Context: an optimization exercise on an open-source flow, tuned for small area and a short achievable clock period. The choices shown serve that exercise and are no tape-out recipe.
Function was checked by simulation only, so behaviour that the tests miss may differ from the original.

File: design/flow/design.v
module fifo
#(
    parameter int DEPTH = 1,   
    parameter int WIDTH = 36   
) (
    input  logic clk,
    input  logic rst,
    input  logic             enqueue,
    input  logic [WIDTH-1:0] wdata,
    input  logic             dequeue,
    output logic [WIDTH-1:0] rdata,
    output logic             full,
    output logic             empty
);
localparam int PTR = DEPTH;
localparam int TDEPTH = 2 ** DEPTH;
logic [WIDTH-1:0] data [TDEPTH];
logic [PTR:0] head;
logic [PTR:0] tail;
always_ff @(posedge clk) begin
    if (rst) begin
        head <= '0;
        tail <= '0;
    end else begin
        if (enqueue & dequeue & (full | empty)) begin
            if (empty) begin
                data[tail[PTR-1:0]] <= wdata;
                tail <= tail + 1'b1;
            end else if (full) begin
                data[tail[PTR-1:0]] <= wdata;
                head <= head + 1'b1;
                tail <= tail + 1'b1;
            end
        end else begin
            if (enqueue & !full) begin
                data[tail[PTR-1:0]] <= wdata;
                tail <= tail + 1'b1;
            end
            if (dequeue & !empty) begin
                head <= head + 1'b1;
            end
        end
    end
end
always_comb begin
    full  = (head[PTR] ^ tail[PTR]) & (head[PTR-1:0] == tail[PTR-1:0]);
    empty = (head == tail);
    rdata = data[head[PTR-1:0]];
end
endmodule
module pe_alu
(
    input  logic [ 2:0] aluop,
    input  logic [31:0] a,
    input  logic [31:0] b,
    output logic [31:0] f
);
    logic signed [31:0] as;
    assign as = $signed(a);
    always_comb begin
        case (aluop)
            3'b000: f = a + b;                           
            3'b001: f = a << b[4:0];                     
            3'b010: f = $unsigned(as >>> b[4:0]);        
            3'b011: f = a - b;                           
            3'b100: f = a ^ b;                           
            3'b101: f = b;                               
            3'b110: f = a | b;                           
            default: f = a & b;                          
        endcase
    end
endmodule
module mul
(
    input  logic [31:0] a,
    input  logic [31:0] b,
    input  logic [ 2:0] mulop,
    output logic [31:0] f
);
    logic signed [32:0] op_a;
    logic signed [32:0] op_b;
    logic signed [65:0] result;
    always_comb begin
        case (mulop)
            3'b011: begin  
                op_a = $signed({1'b0, a});
                op_b = $signed({1'b0, b});
            end
            3'b010: begin  
                op_a = $signed({a[31], a});
                op_b = $signed({1'b0, b});
            end
            default: begin
                op_a = $signed({a[31], a});
                op_b = $signed({b[31], b});
            end
        endcase
        result = op_a * op_b;
    end
    assign f = (mulop == 3'b000) ? result[31:0] : result[63:32];
endmodule
module pe_fu
#(
    parameter int IS_MUL = 0
) (
    input  logic [31:0] a,
    input  logic [31:0] b,
    input  logic [ 2:0] op,
    output logic [31:0] f
);
    generate
        if (IS_MUL) begin : gen_fu_MUL
            mul multi (
                .a(a),
                .b(b),
                .mulop(op),
                .f(f)
            );
        end else begin : gen_fu_ALU
            pe_alu arith (
                .a(a),
                .b(b),
                .aluop(op),
                .f(f)
            );
        end
    endgenerate
endmodule
module pe_rf
(
    input  logic        clk,
    input  logic [3:0]  rf_we,
    input  logic [19:0] rd,      
    input  logic [127:0] rd_v,   
    input  logic [19:0] rs,      
    output logic [127:0] rs_v    
);
    logic [31:0] data [32];
    always_ff @(posedge clk) begin
        for (int p = 0; p < 4; p++) begin
            if (rf_we[p]) begin
                data[p*8 + rd[p*5 +: 3]] <= rd_v[p*32 +: 32];
            end
        end
        for (int i = 0; i < 4; i++) begin
            rs_v[i*32 +: 32] <= data[rs[i*5 +: 5]];
        end
    end
endmodule
module pe_action_table
(
    input  logic        clk,
    input  logic        write_en,
    input  logic [22:0] w_entry,
    input  logic [3:0]  pid,
    output logic [22:0] entry
);
    logic [22:0] entries [2:15];
    always_ff @(posedge clk) begin
        if (write_en && (pid[3:1] != 3'd0)) begin
            entries[pid] <= w_entry;
        end
    end
    assign entry = (pid[3:1] != 3'd0) ? entries[pid] : 23'd0;
endmodule
module pe_packet_arb
#(
    parameter int PORTS = 4
) (
    input  logic             clk,
    input  logic             rst,
    input  logic [PORTS-1:0] fifo_empty,
    input  logic             stall,
    output logic [2:0]       selector,
    output logic             valid
);
    logic [2:0] last_req;
    logic [2:0] next_req;
    logic       valid_enable;
    always_comb begin
        valid_enable = 1'b0;
        next_req = last_req;
        for (int offset = 1; offset <= PORTS; offset++) begin
            if (!fifo_empty[(32'(last_req) + offset) % PORTS] && !valid_enable) begin
                next_req = 3'((32'(last_req) + offset) % PORTS);
                valid_enable = 1'b1;
            end
        end
    end
    always_ff @(posedge clk) begin
        if (rst) begin
            last_req <= 3'd0;
        end else if (!stall && valid_enable) begin
            last_req <= next_req;
        end
    end
    assign selector = next_req;
    assign valid = valid_enable;
endmodule
module pe
#(
    parameter int IS_MUL = 0,
    parameter int PORTS = 4,
    parameter logic [1:0] X_COORD = 2'b00,
    parameter logic [1:0] Y_COORD = 2'b00
) (
    input  logic clk,
    input  logic rst,
    input  logic [PORTS-1:0]    ingress_empty,
    input  logic [PORTS*36-1:0] ingress_rdata,
    output logic [PORTS-1:0]    ingress_deq,
    input  logic [PORTS-1:0]    egress_deq,
    output logic [PORTS-1:0]    egress_empty,
    output logic [PORTS*36-1:0] egress_rdata,
    output logic        rf_we,
    output logic [4:0]  rd,
    output logic [31:0] rd_v,
    output logic [4:0]  rs,
    input  logic [31:0] rs_v
);
    logic stall;
    logic [PORTS-1:0] egress_enq;
    logic [PORTS-1:0] egress_full;
    logic [35:0]      egress_wdata;
    genvar ind;
    generate
        for (ind = 0; ind < PORTS; ind++) begin : gen_PE_FIFOs
            fifo #(
                .DEPTH(1),
                .WIDTH(36)
            ) egress_fifo (
                .clk(clk),
                .rst(rst),
                .enqueue(egress_enq[ind]),
                .wdata  (egress_wdata),
                .dequeue(egress_deq[ind]),
                .rdata  (egress_rdata[ind*36 +: 36]),
                .full   (egress_full[ind]),
                .empty  (egress_empty[ind])
            );
        end
    endgenerate
    logic [2:0]  ingress_selector;
    logic        ingress_valid;
    logic [35:0] ingress_pkt;
    pe_packet_arb #(
        .PORTS(PORTS)
    ) u_pe_packet_arb (
        .clk       (clk),
        .rst       (rst),
        .fifo_empty(ingress_empty),
        .stall     (stall),
        .selector  (ingress_selector),
        .valid     (ingress_valid)
    );
    always_comb begin
        ingress_deq = '0;
        ingress_deq[ingress_selector] = ~stall & ingress_valid;
        ingress_pkt = ingress_rdata[ingress_selector*36 +: 36];
    end
    logic [3:0]  pkt_pid;
    logic [31:0] pkt_data;
    logic        xmatch, ymatch;
    logic        pat_write;
    logic [3:0]  pat_pid;
    logic [22:0] pat_entry;
    logic [22:0] spoofed_pat;
    logic [2:0]  spoofed_dest;
    logic        pkt_bypass;
    logic [22:0] pat_stage_ent;
    assign pkt_pid  = ingress_pkt[35:32];
    assign pkt_data = ingress_pkt[31:0];
    assign xmatch   = pkt_data[1:0] == X_COORD;
    assign ymatch   = pkt_data[3:2] == Y_COORD;
    assign pat_write = ingress_valid & (pkt_pid == 4'd0) & xmatch & ymatch;
    assign pat_pid   = pat_write ? pkt_data[7:4] : pkt_pid;
    pe_action_table u_pe_action_table (
        .clk     (clk),
        .write_en(pat_write),
        .w_entry (pkt_data[30:8]),
        .pid     (pat_pid),
        .entry   (pat_entry)
    );
    assign spoofed_dest = xmatch ? (ymatch ? 3'd7 : 3'd2) : 3'd3;
    assign spoofed_pat  = {1'b0, pkt_pid, 1'b0, xmatch & ymatch & (pkt_pid == 4'd1),
                           pkt_data[8:4], spoofed_dest, 5'd0, 3'd0};
    assign pkt_bypass    = (pkt_pid[3:1] == 3'd0);
    assign pat_stage_ent = pkt_bypass ? spoofed_pat : pat_entry;
    logic        ex_valid;
    logic [22:0] ex_ent;
    logic [31:0] ex_dat;
    logic        ex_bypass;
    always_ff @(posedge clk) begin
        if (rst) begin
            ex_valid <= 1'b0;
        end else if (!stall) begin
            ex_valid <= ingress_valid & !pat_write;
        end
        if (!rst && !stall) begin
            ex_ent    <= pat_stage_ent;
            ex_dat    <= pkt_data;
            ex_bypass <= pkt_bypass;
        end
    end
    logic        ex_src_imm, ex_imm_we, ex_rf_we;
    logic [3:0]  ex_resp_pid;
    logic [4:0]  ex_rd, ex_src;
    logic [2:0]  ex_dest, ex_op;
    assign ex_src_imm  = ex_ent[22];
    assign ex_resp_pid = ex_ent[21:18];
    assign ex_imm_we   = ex_ent[17];
    assign ex_rf_we    = ex_ent[16];
    assign ex_rd       = ex_ent[15:11];
    assign ex_dest     = ex_ent[10:8];
    assign ex_src      = ex_ent[7:3];
    assign ex_op       = ex_ent[2:0];
    logic [31:0] fu_data;
    logic [31:0] fu_out;
    logic        forward, skid_vld;
    logic [4:0]  skid_rd;
    logic [31:0] skid_val;
    assign rf_we = ex_valid & !stall & ex_rf_we;
    assign rd    = ex_rd;
    assign rd_v  = ex_bypass ? {{9{ex_dat[31]}}, ex_dat[31:9]} :
                   (ex_imm_we ? ex_dat : fu_data);
    assign rs    = stall ? ex_src : pat_entry[7:3];
    assign forward = skid_vld & (ex_src == skid_rd);
    pe_fu #(
        .IS_MUL(IS_MUL)
    ) func_unit (
        .a (ex_dat),
        .b (ex_src_imm ? {{27{ex_src[4]}}, ex_src} : (forward ? skid_val : rs_v)),
        .op(ex_op),
        .f (fu_data)
    );
    assign fu_out = ex_bypass ? ex_dat : fu_data;
    always_ff @(posedge clk) begin
        if (rst) begin
            skid_vld <= 1'b0;
        end else if (!stall) begin
            skid_vld <= ex_valid & ex_rf_we;
            if (ex_valid) begin
                skid_rd  <= ex_rd;
                skid_val <= rd_v;
            end
        end
    end
    logic eg_valid;
    assign eg_valid     = (ex_dest != 3'd7) & ex_valid;
    assign egress_wdata = {ex_resp_pid, fu_out};
    always_comb begin
        egress_enq = '0;
        stall = 1'b0;
        for (int i = 0; i < PORTS; i++) begin
            if (ex_dest == 3'(i)) begin
                egress_enq[i] = eg_valid & !egress_full[i];
                stall = eg_valid & egress_full[i];
            end
        end
    end
endmodule
module pe_cluster
(
    input  logic clk,
    input  logic rst,
    output logic [7:0]   ingress_deq,
    input  logic [7:0]   ingress_empty,
    input  logic [287:0] ingress_rdata,
    input  logic [7:0]   egress_deq,
    output logic [7:0]   egress_empty,
    output logic [287:0] egress_rdata
);
    logic [3:0]   a_in_empty, a_in_deq, a_eg_empty, a_eg_deq;
    logic [3:0]   b_in_empty, b_in_deq, b_eg_empty, b_eg_deq;
    logic [3:0]   c_in_empty, c_in_deq, c_eg_empty, c_eg_deq;
    logic [3:0]   d_in_empty, d_in_deq, d_eg_empty, d_eg_deq;
    logic [143:0] a_in_rdata, a_eg_rdata, b_in_rdata, b_eg_rdata;
    logic [143:0] c_in_rdata, c_eg_rdata, d_in_rdata, d_eg_rdata;
    logic [3:0]   rf_we;
    logic [19:0]  rd;
    logic [127:0] rd_v;
    logic [19:0]  rs;
    logic [127:0] rs_v;
    assign egress_empty = {d_eg_empty[3], b_eg_empty[3], a_eg_empty[1], c_eg_empty[1],
                           b_eg_empty[0], a_eg_empty[0], c_eg_empty[2], d_eg_empty[2]};
    assign egress_rdata = {d_eg_rdata[3*36 +: 36], b_eg_rdata[3*36 +: 36],
                           a_eg_rdata[1*36 +: 36], c_eg_rdata[1*36 +: 36],
                           b_eg_rdata[0*36 +: 36], a_eg_rdata[0*36 +: 36],
                           c_eg_rdata[2*36 +: 36], d_eg_rdata[2*36 +: 36]};
    assign ingress_deq  = {d_in_deq[3], b_in_deq[3], a_in_deq[1], c_in_deq[1],
                           b_in_deq[0], a_in_deq[0], c_in_deq[2], d_in_deq[2]};
    assign a_in_empty = {b_eg_empty[1], c_eg_empty[0], ingress_empty[5], ingress_empty[2]};
    assign a_in_rdata = {b_eg_rdata[1*36 +: 36], c_eg_rdata[0*36 +: 36],
                         ingress_rdata[5*36 +: 36], ingress_rdata[2*36 +: 36]};
    assign a_eg_deq   = {b_in_deq[1], c_in_deq[0], egress_deq[5], egress_deq[2]};
    assign b_in_empty = {ingress_empty[6], d_eg_empty[0], a_eg_empty[3], ingress_empty[3]};
    assign b_in_rdata = {ingress_rdata[6*36 +: 36], d_eg_rdata[0*36 +: 36],
                         a_eg_rdata[3*36 +: 36], ingress_rdata[3*36 +: 36]};
    assign b_eg_deq   = {egress_deq[6], d_in_deq[0], a_in_deq[3], egress_deq[3]};
    assign c_in_empty = {d_eg_empty[1], ingress_empty[1], ingress_empty[4], a_eg_empty[2]};
    assign c_in_rdata = {d_eg_rdata[1*36 +: 36], ingress_rdata[1*36 +: 36],
                         ingress_rdata[4*36 +: 36], a_eg_rdata[2*36 +: 36]};
    assign c_eg_deq   = {d_in_deq[1], egress_deq[1], egress_deq[4], a_in_deq[2]};
    assign d_in_empty = {ingress_empty[7], ingress_empty[0], c_eg_empty[3], b_eg_empty[2]};
    assign d_in_rdata = {ingress_rdata[7*36 +: 36], ingress_rdata[0*36 +: 36],
                         c_eg_rdata[3*36 +: 36], b_eg_rdata[2*36 +: 36]};
    assign d_eg_deq   = {egress_deq[7], egress_deq[0], c_in_deq[3], b_in_deq[2]};
    pe #(.IS_MUL(0), .PORTS(4), .X_COORD(2'b00), .Y_COORD(2'b00)) pe_a (
        .clk(clk), .rst(rst),
        .ingress_empty(a_in_empty), .ingress_rdata(a_in_rdata), .ingress_deq(a_in_deq),
        .egress_deq(a_eg_deq), .egress_empty(a_eg_empty), .egress_rdata(a_eg_rdata),
        .rf_we(rf_we[0]), .rd(rd[0*5 +: 5]), .rd_v(rd_v[0*32 +: 32]),
        .rs(rs[0*5 +: 5]), .rs_v(rs_v[0*32 +: 32])
    );
    pe #(.IS_MUL(1), .PORTS(4), .X_COORD(2'b01), .Y_COORD(2'b00)) pe_b (
        .clk(clk), .rst(rst),
        .ingress_empty(b_in_empty), .ingress_rdata(b_in_rdata), .ingress_deq(b_in_deq),
        .egress_deq(b_eg_deq), .egress_empty(b_eg_empty), .egress_rdata(b_eg_rdata),
        .rf_we(rf_we[1]), .rd(rd[1*5 +: 5]), .rd_v(rd_v[1*32 +: 32]),
        .rs(rs[1*5 +: 5]), .rs_v(rs_v[1*32 +: 32])
    );
    pe #(.IS_MUL(1), .PORTS(4), .X_COORD(2'b00), .Y_COORD(2'b01)) pe_c (
        .clk(clk), .rst(rst),
        .ingress_empty(c_in_empty), .ingress_rdata(c_in_rdata), .ingress_deq(c_in_deq),
        .egress_deq(c_eg_deq), .egress_empty(c_eg_empty), .egress_rdata(c_eg_rdata),
        .rf_we(rf_we[2]), .rd(rd[2*5 +: 5]), .rd_v(rd_v[2*32 +: 32]),
        .rs(rs[2*5 +: 5]), .rs_v(rs_v[2*32 +: 32])
    );
    pe #(.IS_MUL(0), .PORTS(4), .X_COORD(2'b01), .Y_COORD(2'b01)) pe_d (
        .clk(clk), .rst(rst),
        .ingress_empty(d_in_empty), .ingress_rdata(d_in_rdata), .ingress_deq(d_in_deq),
        .egress_deq(d_eg_deq), .egress_empty(d_eg_empty), .egress_rdata(d_eg_rdata),
        .rf_we(rf_we[3]), .rd(rd[3*5 +: 5]), .rd_v(rd_v[3*32 +: 32]),
        .rs(rs[3*5 +: 5]), .rs_v(rs_v[3*32 +: 32])
    );
    pe_rf u_pe_rf (
        .clk  (clk),
        .rf_we(rf_we),
        .rd   (rd),
        .rd_v (rd_v),
        .rs   (rs),
        .rs_v (rs_v)
    );
endmodule
File: design/flow/run.sh
#!/bin/bash
# synth_recipe.tcl (not shown) runs the flow's synth.tcl, then flattens the netlist and writes it again
# the make line also repeats each setting of config.mk as NAME=value (left out here)
make -C /OpenROAD-flow-scripts/flow DESIGN_CONFIG=/design/flow/config.mk WORK_HOME=/design/flow/orfs CLKGATE_MAP_FILE= SYNTH_SCRIPT=/design/flow/synth_recipe.tcl finish
File: design/flow/config.mk
export PLATFORM = sky130hd
export DESIGN_NAME = pe_cluster
export DESIGN_NICKNAME = pe_cluster
export VERILOG_FILES = /design/flow/design.v
export SDC_FILE = /design/flow/constraint.sdc
export NUM_CORES = 4
export LEC_CHECK = 0
export CAP_MARGIN = 20
export CORE_MARGIN = 2
export CORE_UTILIZATION = 25
export PLACE_DENSITY = 0.3
export SLEW_MARGIN = 20
File: design/flow/constraint.sdc
create_clock -name core_clock -period 13.0 [get_ports {clk}]
set_input_delay 2.6000 -clock core_clock [delete_from_list [all_inputs] [get_ports {clk}]]
set_output_delay 2.6000 -clock core_clock [all_outputs]
set_load 0.01 [all_outputs]
==> results.txt <==
kind of critical path=reg -> reg; final cycle utilization of the critical path=95.1%; antenna violations before repair=262; TNS Setup=0 ps; first-pass GRT wire length=2,080,000 µm; Worst slew margin=8.83%; Post-CTS Hold Buffers=0; worst-skew pair later-pin latency=1170 ps; dominant synthesized flop cell=edfxtp_1; H-tree depth=6; clock-pin slew on the worst setup and hold paths=60 ps; multi-input logic area=0.148 mm²; slowest stage delay, CP=880 ps; Starting Density=25.0%; asr flop ratio synth=0%; Seq/Total Area, Yosys=42.7%; number of port buffers=609; cell with the largest stage delay on the worst path=a21oi_4; post-synthesis cell area=0.280 mm²; register area=0.120 mm²; DP Area=0.313 mm²; vias in the first global route=220,000; First-pass DRT Iterations=6; Max Slew Vio Count=0; RSZ-0062 raised after global routing=false; GRT overflow=0; gr usage total=26.9%; total setup buffers inserted after CTS=0; CTS buffer count=546; DR WL/cell=36.3 µm; Vias=221,000; Avg Cell Area, Syn=10.5 µm²; DRC viols=0; I/O pin cnt=610; via density per instance=5.13; Arrival @ worst endpoint=13,110 ps; final setup violating endpoints=0; Area growth syn-to-layout=18.5%; final setup skew=159 ps; Fill cells=116,000; Worst setup SP type=register; RD Place Congestion=0.901; CTS Sinks=4,064; cells after synthesis=26,700; Detailed Place HPWL=1,170,000 µm; Critical Path Fanout Max=26; Yosys reg bits=4,064; final hold vios=0; CP Data Required Time=13,750 ps; CTS Root Cell=clkbuf_16; MaxCap Viol Count=0; Mapped Nets=29,800; Layout Nets=30,500; Clock Tree Buf Depth=5; Design Area, Final=0.332 mm²; core footprint=1.12 mm²; layout cell share with drive strength beyond 1=12.2%; Worst path most repeated cell=fa_1; min cycle time layout=12,360 ps; Tightest Pin Transition=1370 ps; row count=389; die width=1060 µm; Worst setup EP type=register; Fmax=80.9 MHz; Post-synth EDFFs=3,836; outcome=complete, no violations; largest net degree at the start of global routing=90; Hold Crit Class=reg -> reg; DRT Wirelength=1,560,000 µm; Die Area=1.13 mm²; Die H=1060 µm; Starting DRT DRC Count=23,100; Cell variety after synth=117; Detail Route Antenna Nets=0; CTS tree=built; YS warnings=10
-- worst max-delay path: cells and delay by family (launching register included) --
kind / cells / cell delay [ps]
buf+inv: 6 / 740
mux: 1 / 130
xor+xnor: 1 / 180
flops: 1 / 470
simple gates: 6 / 2390
fa+ha+maj: 9 / 4260
compound gates: 12 / 3640
-- Yosys cell counts, types with 183 or more instances --
master    count  share of area (%)
a32oi_1     310               0.97
dfxtp_1     228                1.6
xnor2_1     244               0.76
and2_1      848                1.9
nor2_1      842                1.1
a311oi_1    183               0.57
nand2_1    5425                7.3
edfxtp_1   3836                 41
inv_1      2413                3.2
mux2_2      465                1.9
buf_2       241               0.43
nand3_1     997                1.8
a211oi_1    356               0.95
a21oi_1    1148                2.0
and3_1      197               0.44
o21ai_0     580                1.0
fa_1       2252                 16
buf_1       209               0.28
clkbuf_1   1344                1.8
ha_1        622                2.8
mux2i_1    1163                4.2
o22ai_1     220               0.49
-- routing by layer --
layer / wire length, µm / vias up / GRT usage (%)
li1: - / 94000 / -
met1: 681000 / 117000 / 36.3
met2: 721000 / 8018 / 43.4
met3: 82300 / 1657 / 3.39
met4: 76100 / 36 / 11.5
met5: 226 / - / 0
-- area by class of cell --
| cell class | count | area share (%) |
|---|---|---|
| multi-input combinational | 18300 | 44.6 |
| sequential | 4064 | 36.0 |
| tap | 14900 | 5.60 |
| timing repair buffer | 1932 | 5.34 |
| clock buffer | 726 | 4.45 |
| inverter | 2434 | 2.75 |
| clock inverter | 250 | 0.814 |
| antenna | 494 | 0.372 |
-- stage by stage --
step	setup slack (ps)	hold slack [ps]	util (%)	std cells
after floorplan	2380	400	-	26700
after global placement	328	418	27.9	41600
after detailed placement	592	420	28.0	41600
after CTS	397	411	29.5	42600
after global routing	90.1	417	29.6	42900
final	641	413	29.7	43100
-- state kept, by name (all words and copies together), names as in the netlist, 128 cells and up, named ones only --
register / count
pe_b.gen_PE_FIFOs.egress_fifo.data: 288
pe_a.u_pe_action_table.entries: 322
u_pe_rf.data: 1024
pe_d.u_pe_action_table.entries: 322
pe_d.gen_PE_FIFOs.egress_fifo.data: 288
pe_c.gen_PE_FIFOs.egress_fifo.data: 288
pe_c.u_pe_action_table.entries: 322
pe_b.u_pe_action_table.entries: 322
pe_a.gen_PE_FIFOs.egress_fifo.data: 288
u_pe_rf.rs_v: 128
-- kinds of logic (layout without fill, tap and decap cells) --
| logic type | count (synthesis) | in the layout | synth area share [%] |
|---|---|---|---|
| fa+ha+maj | 2874 | 2874 | 18.9 |
| mux | 1750 | 1750 | 6.99 |
| flops | 4064 | 4064 | 42.7 |
| buf+inv | 4300 | 5342 | 5.98 |
| compound gates | 4076 | 4076 | 9.73 |
| xor+xnor | 361 | 361 | 1.14 |
| simple gates | 9232 | 9232 | 14.6 |
| other cells | 0 | 494 | 0 |
-- path summary, 6_finish.rpt --
| path | start | end | slack, ps | cells after the start |
|---|---|---|---|---|
| worst max register to register | pe_c.ex_ent[7] | u_pe_rf.data[18][22] | 640 | 35 |
| worst min register to register | pe_b.ex_ent[14] | pe_b.skid_rd[3] | 410 | 0 |
| worst max-delay path | pe_c.ex_ent[7] | u_pe_rf.data[18][22] | 640 | 35 |
| worst min-delay path | pe_b.ex_ent[14] | pe_b.skid_rd[3] | 410 | 0 |
-- cells in the final DEF (no fill, tap or decap), types with 69 or more instances in the layout --
cell,instances
nor2b_1,175
a32oi_1,310
o21ai_1,69
a311oi_1,180
nor3_1,118
buf_12,129
nand4_1,182
o211ai_1,182
o21ai_0,453
and2_1,838
nand2b_1,76
fa_1,2252
nand2_1,5415
nor2_1,738
ha_1,622
xnor2_1,243
clkinv_2,70
nand3_1,995
a21o_1,106
clkdlybuf4s50_1,608
clkinv_1,88
and3_1,194
mux4_2,120
xor2_1,113
edfxtp_1,3836
a31oi_1,174
clkbuf_16,551
mux2i_1,1146
dfxtp_1,214
diode_2,494
a21oi_4,81
a211oi_1,294
buf_4,1187
inv_1,2408
o22ai_1,210
clkbuf_1,142
a22oi_1,161
mux2_2,463
a21oi_1,1027
-- what timing repair did --
| item | CTS | global route |
|---|---|---|
| setup endpoints to repair | 0 | 9 |
| gates resized for setup | 0 | 1 |
| endpoints found under the hold margin | 0 | 0 |

separate check: timing with driven ports:
No port has a modelled driver above. Below, the same layout with a new extraction and two added sets of constraints.
Step 1 (the two cells are an assumption about what drives the block):
set clk [get_ports {clk}]
set_driving_cell -lib_cell sky130_fd_sc_hd__clkbuf_16 $clk
set_driving_cell -lib_cell sky130_fd_sc_hd__buf_2 [delete_from_list [all_inputs] $clk]
Step 2 moves the port delays by t, midway between the first and last clock arrival at a register: inputs arrive t later, outputs are due t later. That takes back most of the time a late clock gives input paths.
Three values: ideal, step 1, step 2; two values: the first two.
t (ns): 1.250
slack for setup (ns): 0.641 / 0.641 / 0.641
worst slew at a driven data input, ns: 0.46
After both steps setup and hold are still met in this run. The setup slack of this run moves by 0.000 ns with the drivers and by 0.000 ns with both steps.
